Context: an optimization exercise on an open-source flow, tuned for small area, a short achievable clock period and few clock cycles per item. The choices shown serve that exercise and are no tape-out recipe.
Function was checked by simulation only, so behaviour that the tests miss may differ from the original.

==> flow/design.v (excerpt) <==
module xoodoo_nc (
    input         clk,
    input         rst,    
    input         dv,
    input  [95:0] state,
    output [95:0] out,
    output        out_valid
);
Size: ~1300 cells after synthesis, roughly 200 I/O pins.
==> flow/config.mk <==
export PLATFORM = sky130hd
export DESIGN_NAME = xoodoo_nc
export DESIGN_NICKNAME = xoodoo_nc
export VERILOG_FILES = /design/flow/design.v
export SDC_FILE = /design/flow/constraint.sdc
export NUM_CORES = 4
export LEC_CHECK = 0
export CAP_MARGIN = 20
export CORE_MARGIN = 2
export CORE_UTILIZATION = 60
export CTS_CLUSTER_DIAMETER = 100
export CTS_CLUSTER_SIZE = 25
export PLACE_DENSITY = 0.7
export SETUP_SLACK_MARGIN = 4.5
export SLEW_MARGIN = 20
export SYNTH_HIERARCHICAL = 1
==> flow/constraint.sdc <==
create_clock -name core_clock -period 7.0 [get_ports {clk}]
set_input_delay 1.4000 -clock core_clock [delete_from_list [all_inputs] [get_ports {clk}]]
set_output_delay 1.4000 -clock core_clock [all_outputs]
set_load 0.01 [all_outputs]
standard.sh (not shown) runs the stock make flow with config.mk's settings and CLKGATE_MAP_FILE= SYNTH_SCRIPT=/design/flow/synth_recipe.tcl, a recipe that flattens the netlist after the stock synthesis.
==> flow/flow/run.sh <==
#!/bin/bash
# The standard layout, with plain buffers (not delay cells) on the ports and
# no dummy loads in the clock tree.
set -euo pipefail
bash standard.sh "BUFFER_PORTS_ARGS=-buffer_cell sky130_fd_sc_hd__buf_2" \
  "CTS_ARGS=-sink_clustering_enable -repair_clock_nets -dont_use_dummy_load -sink_clustering_size 25 -sink_clustering_max_diameter 100" \
  finish > standard.log 2>&1
The baseline completed with no timing, DRC or antenna violations.
Testbench counts at the start, summed over its fixed seeds: cycles 16,016, items 16,000.
==> next run, changes <==
==> flow/flow/run.sh (replaced) <==
#!/bin/bash
# The standard layout, with plain buffers (not delay cells) on the ports.
set -euo pipefail
bash standard.sh "BUFFER_PORTS_ARGS=-buffer_cell sky130_fd_sc_hd__buf_2" finish > standard.log 2>&1
--- a/flow/config.mk
+++ b/flow/config.mk
@@ -9,6 +9,5 @@
 export CORE_MARGIN = 2
-export CORE_UTILIZATION = 60
+export CORE_UTILIZATION = 40
 export CTS_CLUSTER_DIAMETER = 100
 export CTS_CLUSTER_SIZE = 25
-export PLACE_DENSITY = 0.7
 export SETUP_SLACK_MARGIN = 4.5
After rerunning:
- synthesized area does not change
- final cell count climbs by 10%
- global-route usage drops by 7.8 points
==> next run, changes <==
--- a/flow/config.mk
+++ b/flow/config.mk
@@ -9,5 +9,6 @@
 export CORE_MARGIN = 2
-export CORE_UTILIZATION = 40
+export CORE_UTILIZATION = 50
 export CTS_CLUSTER_DIAMETER = 100
 export CTS_CLUSTER_SIZE = 25
+export PLACE_DENSITY = 0.65
 export SETUP_SLACK_MARGIN = 4.5
What happened:
- wire length shrinks slightly
- cell area shrinks slightly
- via count grows slightly
- flip-flop and latch count is unchanged
- critical path depth grows by 4
- clock-buffer cell count grows by 2
==> next run, changes <==
--- a/flow/config.mk
+++ b/flow/config.mk
@@ -9,6 +9,6 @@
 export CORE_MARGIN = 2
-export CORE_UTILIZATION = 50
+export CORE_UTILIZATION = 60
 export CTS_CLUSTER_DIAMETER = 100
 export CTS_CLUSTER_SIZE = 25
-export PLACE_DENSITY = 0.65
+export PLACE_DENSITY = 0.7
 export SETUP_SLACK_MARGIN = 4.5
After rerunning: The changed run finished clean. Synthesized cell count stays the same. Sequential share of layout area goes up by 0.98 points. Routed wire length falls by 5.9%. Worst setup slack improves by 0.020 ns. Cell area drops by 2.9%. Via count rises by 0.83%. Clock skew is higher by 0.0043 ns.
==> next run, changes <==
--- a/flow/config.mk
+++ b/flow/config.mk
@@ -9,6 +9,6 @@
 export CORE_MARGIN = 2
-export CORE_UTILIZATION = 60
+export CORE_UTILIZATION = 75
 export CTS_CLUSTER_DIAMETER = 100
 export CTS_CLUSTER_SIZE = 25
-export PLACE_DENSITY = 0.7
+export PLACE_DENSITY = 0.85
 export SETUP_SLACK_MARGIN = 4.5
What happened: The changed run did not get past 5_1_grt; synthesized cell count does not change; area after synthesis stays the same.
==> next run, changes <==
--- a/flow/config.mk
+++ b/flow/config.mk
@@ -9,6 +9,6 @@
 export CORE_MARGIN = 2
-export CORE_UTILIZATION = 75
-export CTS_CLUSTER_DIAMETER = 100
-export CTS_CLUSTER_SIZE = 25
-export PLACE_DENSITY = 0.85
+export CORE_UTILIZATION = 60
+export CTS_CLUSTER_DIAMETER = 120
+export CTS_CLUSTER_SIZE = 30
+export PLACE_DENSITY = 0.7
 export SETUP_SLACK_MARGIN = 4.5
Effect: The changed run passed the timing, DRC and antenna checks; area after synthesis does not change; synthesized cell count stays the same.

* * *

oak:
xoodoo_nc, a different RTL version from the one above (not shown whole).
Size in the first run: about 1400 cells after synthesis, about 290 flip-flops, ~15000 µm² of cells after synthesis.
// xoodoo_nc
module xoodoo_nc #(
    parameter [5:0] CUT = 6'b100101
) (
    input         clk,
    input         rst,    
    input         dv,
    input  [95:0] state,
    output [95:0] out,
    output        out_valid
);
    localparam integer NST = CUT[0] + CUT[1] + CUT[2] + CUT[3] + CUT[4] + 1;
    wire [95:0] h [0:6];
    assign h[0] = state;
    genvar k;
    generate
        for (k = 0; k < 6; k = k + 1) begin : g_half
            wire [95:0] c;
            if (k % 2 == 0) begin : g_a
                xoo_theta #(.RC(k == 0 ? 32'h380 : k == 2 ? 32'hF0 : 32'h1A0))
                    u_theta (.s(h[k]), .o(c));
            end else begin : g_b
                xoo_chi u_chi (.s(h[k]), .o(c));
            end
            if (CUT[k] || k == 5) begin : g_reg
                reg [95:0] r;
                always @(posedge clk) r <= c;
                assign h[k+1] = r;
            end else begin : g_comb
                assign h[k+1] = c;
            end
        end
    endgenerate
    assign out = h[6];
    reg  [NST-1:0] v;
    wire [NST:0]   v_in = {v, dv};
    always @(posedge clk) begin
        if (rst) v <= {NST{1'b0}};
        else     v <= v_in[NST-1:0];
    end
    assign out_valid = v[NST-1];
endmodule
Settings: LEC_CHECK=0, CAP_MARGIN=20, CORE_MARGIN=2, CORE_UTILIZATION=40, CTS_CLUSTER_DIAMETER=100, CTS_CLUSTER_SIZE=25, SETUP_SLACK_MARGIN=4.5, SLEW_MARGIN=20, SYNTH_HIERARCHICAL=1; clock period 7.0 ns.
==> flow/flow/run.sh <==
#!/bin/bash
# The standard layout, with plain buffers (not delay cells) on the ports.
set -euo pipefail
bash standard.sh "BUFFER_PORTS_ARGS=-buffer_cell sky130_fd_sc_hd__buf_2" finish > standard.log 2>&1
Looking at the reports, oak completed the entire flow and the layout it produced met the timing, DRC and antenna checks.
Testbench counts of oak, summed over its fixed seeds: cycles 16,016, items 16,000.
For pine, these inputs were changed with respect to oak:
- a deleted SETUP_SLACK_MARGIN that had been 4.5
- a deleted CTS_CLUSTER_DIAMETER that had been 100
- a deleted CTS_CLUSTER_SIZE that had been 25
Findings:
- Compared oak against pine; final cell count within noise.
--- input diff pine..birch ---
- an added CTS_CLUSTER_SIZE of 25
- an added SETUP_SLACK_MARGIN of 4.5
- an added CTS_CLUSTER_DIAMETER of 100
==> flow/flow/run.sh <==
#!/bin/bash
# The standard layout, with plain buffers (not delay cells) on the ports.
set -euo pipefail
bash standard.sh "BUFFER_PORTS_ARGS=-buffer_cell sky130_fd_sc_hd__buf_1" finish > standard.log 2>&1
--- outcome ---
- Worst clock skew: birch > pine
- Summary — final critical delay including setup and external delays, birch relative to pine: lower, by 0.32 ns.
- Against pine as the reference, birch delivers a higher layout buffer count excluding clock buffers.
- Layout filler cell count was lower in birch than in pine.
- Of pine and birch, the run reporting the higher overall routing resource usage was pine.
- On combined buffer and inverter count along the critical path: birch sits above pine.
- birch has completed all stages; timing, DRC and antenna checks passed.
- birch vs. pine: data arrival time at the worst-slack endpoint went down by 0.36 ns.
Edits applied to the flow inputs when going from birch to maple:
- CORE_UTILIZATION changed from 40 to 55
- PLACE_DENSITY newly set to 0.65
==> flow/flow/run.sh <==
#!/bin/bash
# The standard layout, with plain buffers (not delay cells) on the ports.
set -euo pipefail
bash standard.sh "BUFFER_PORTS_ARGS=-buffer_cell sky130_fd_sc_hd__buf_2" finish > standard.log 2>&1
- maple: done, clean on timing, DRC and antenna
- maple — clock transition at the registers of the reported paths 0.02 ns lower, birch as reference
- Summary of maple over birch: post-synthesis to final-layout area growth lost 1.6 points, global-route track usage on met3 now larger, basic-gate share of the synthesized area counting and, or, nand and nor cells level, total number of placement rows shows a reduction of 15%.
- Compared with birch, maple shows well-tap cell count that has gone down by more than a quarter.
- Diff birch -> maple: count of buffering cells on the critical path with inverters included grew by 1; cell area after layout now smaller; core footprint went down by 28%.
- Compared with birch, maple shows worst setup slack after layout lower by 0.0060 ns.
diff inputs: maple => cedar
- swapping 4.5 for 4.6 in SETUP_SLACK_MARGIN
- clearing PLACE_DENSITY, which used to be 0.65
- clearing CTS_CLUSTER_SIZE, which used to be 25
- swapping 55 for 40 in CORE_UTILIZATION
- clearing CTS_CLUSTER_DIAMETER, which used to be 100
==> flow/run.sh (new file) <==
#!/bin/bash
# synth_recipe.tcl (not shown) runs the flow's synth.tcl, then flattens the netlist and writes it again
# the make line also repeats each setting of config.mk as NAME=value (left out here)
make -C /OpenROAD-flow-scripts/flow DESIGN_CONFIG=/design/flow/config.mk WORK_HOME=/design/flow/orfs CLKGATE_MAP_FILE= SYNTH_SCRIPT=/design/flow/synth_recipe.tcl finish
removed: flow/flow/run.sh
removed: flow/standard.sh
Results
- Looking at combined flip-flop and latch cell area, cedar sits 44 µm² above maple.
- In cedar relative to maple, sum of routed wire segments on met1 had gone up by more than 10%.
- Final critical delay including setup and external delays | cedar below maple

afterwards: timing with drivers on the ports:
The results above use ideal ports. As a check the final layouts listed here were re-extracted and re-timed, cells and wires unchanged.
Step 1 (the two cells are an assumption about what drives the block):
set clk [get_ports {clk}]
set_driving_cell -lib_cell sky130_fd_sc_hd__clkbuf_16 $clk
set_driving_cell -lib_cell sky130_fd_sc_hd__buf_2 [delete_from_list [all_inputs] $clk]
Step 2 adds t to the input delays and takes it off the output delays; t is the mean of the earliest and latest rising clock arrival at the registers after step 1. Input paths then give back, and output paths get back, about the clock's delay inside the block.
a / b / c = no drivers / after step 1 / after step 2; a / b = the first two.
run | t, ns | setup WS [ns] | hold slack, ns | worst slew at a driven data input, ns | pins driven straight from the clock port
the first run of note 1 | 0.531 | 4.449 / 4.449 / 4.109 | 0.450 / 0.450 / 0.450 | 0.04 | 1
the second run of note 1 | 0.542 | 4.532 / 4.552 / 4.023 | 0.461 / 0.461 / 0.461 | 0.04 | 1
the third run of note 1 | 0.540 | 4.469 / 4.469 / 4.029 | 0.443 / 0.443 / 0.443 | 0.04 | 1
the fourth run of note 1 | 0.532 | 4.489 / 4.489 / 4.151 | 0.450 / 0.450 / 0.450 | 0.04 | 1
the sixth run of note 1 | 0.544 | 4.440 / 4.440 / 4.141 | 0.449 / 0.449 / 0.449 | 0.04 | 1
oak | 0.554 | 4.538 / 4.538 / 4.067 | 0.460 / 0.460 / 0.460 | 0.04 | 1
pine | 0.621 | 4.189 / 4.189 / 4.010 | 0.457 / 0.457 / 0.457 | 0.04 | 1
birch | 0.554 | 4.504 / 4.504 / 4.018 | 0.447 / 0.447 / 0.447 | 0.04 | 1
maple | 0.540 | 4.498 / 4.498 / 4.048 | 0.450 / 0.450 / 0.450 | 0.04 | 1
cedar | 0.614 | 4.590 / 4.548 / 4.055 | 0.455 / 0.455 / 0.455 | 0.05 | 1
After both steps setup and hold are still met in every run listed. For cedar, which loses most, drivers alone change the setup slack by -0.042 ns; drivers and shift together by -0.535 ns.
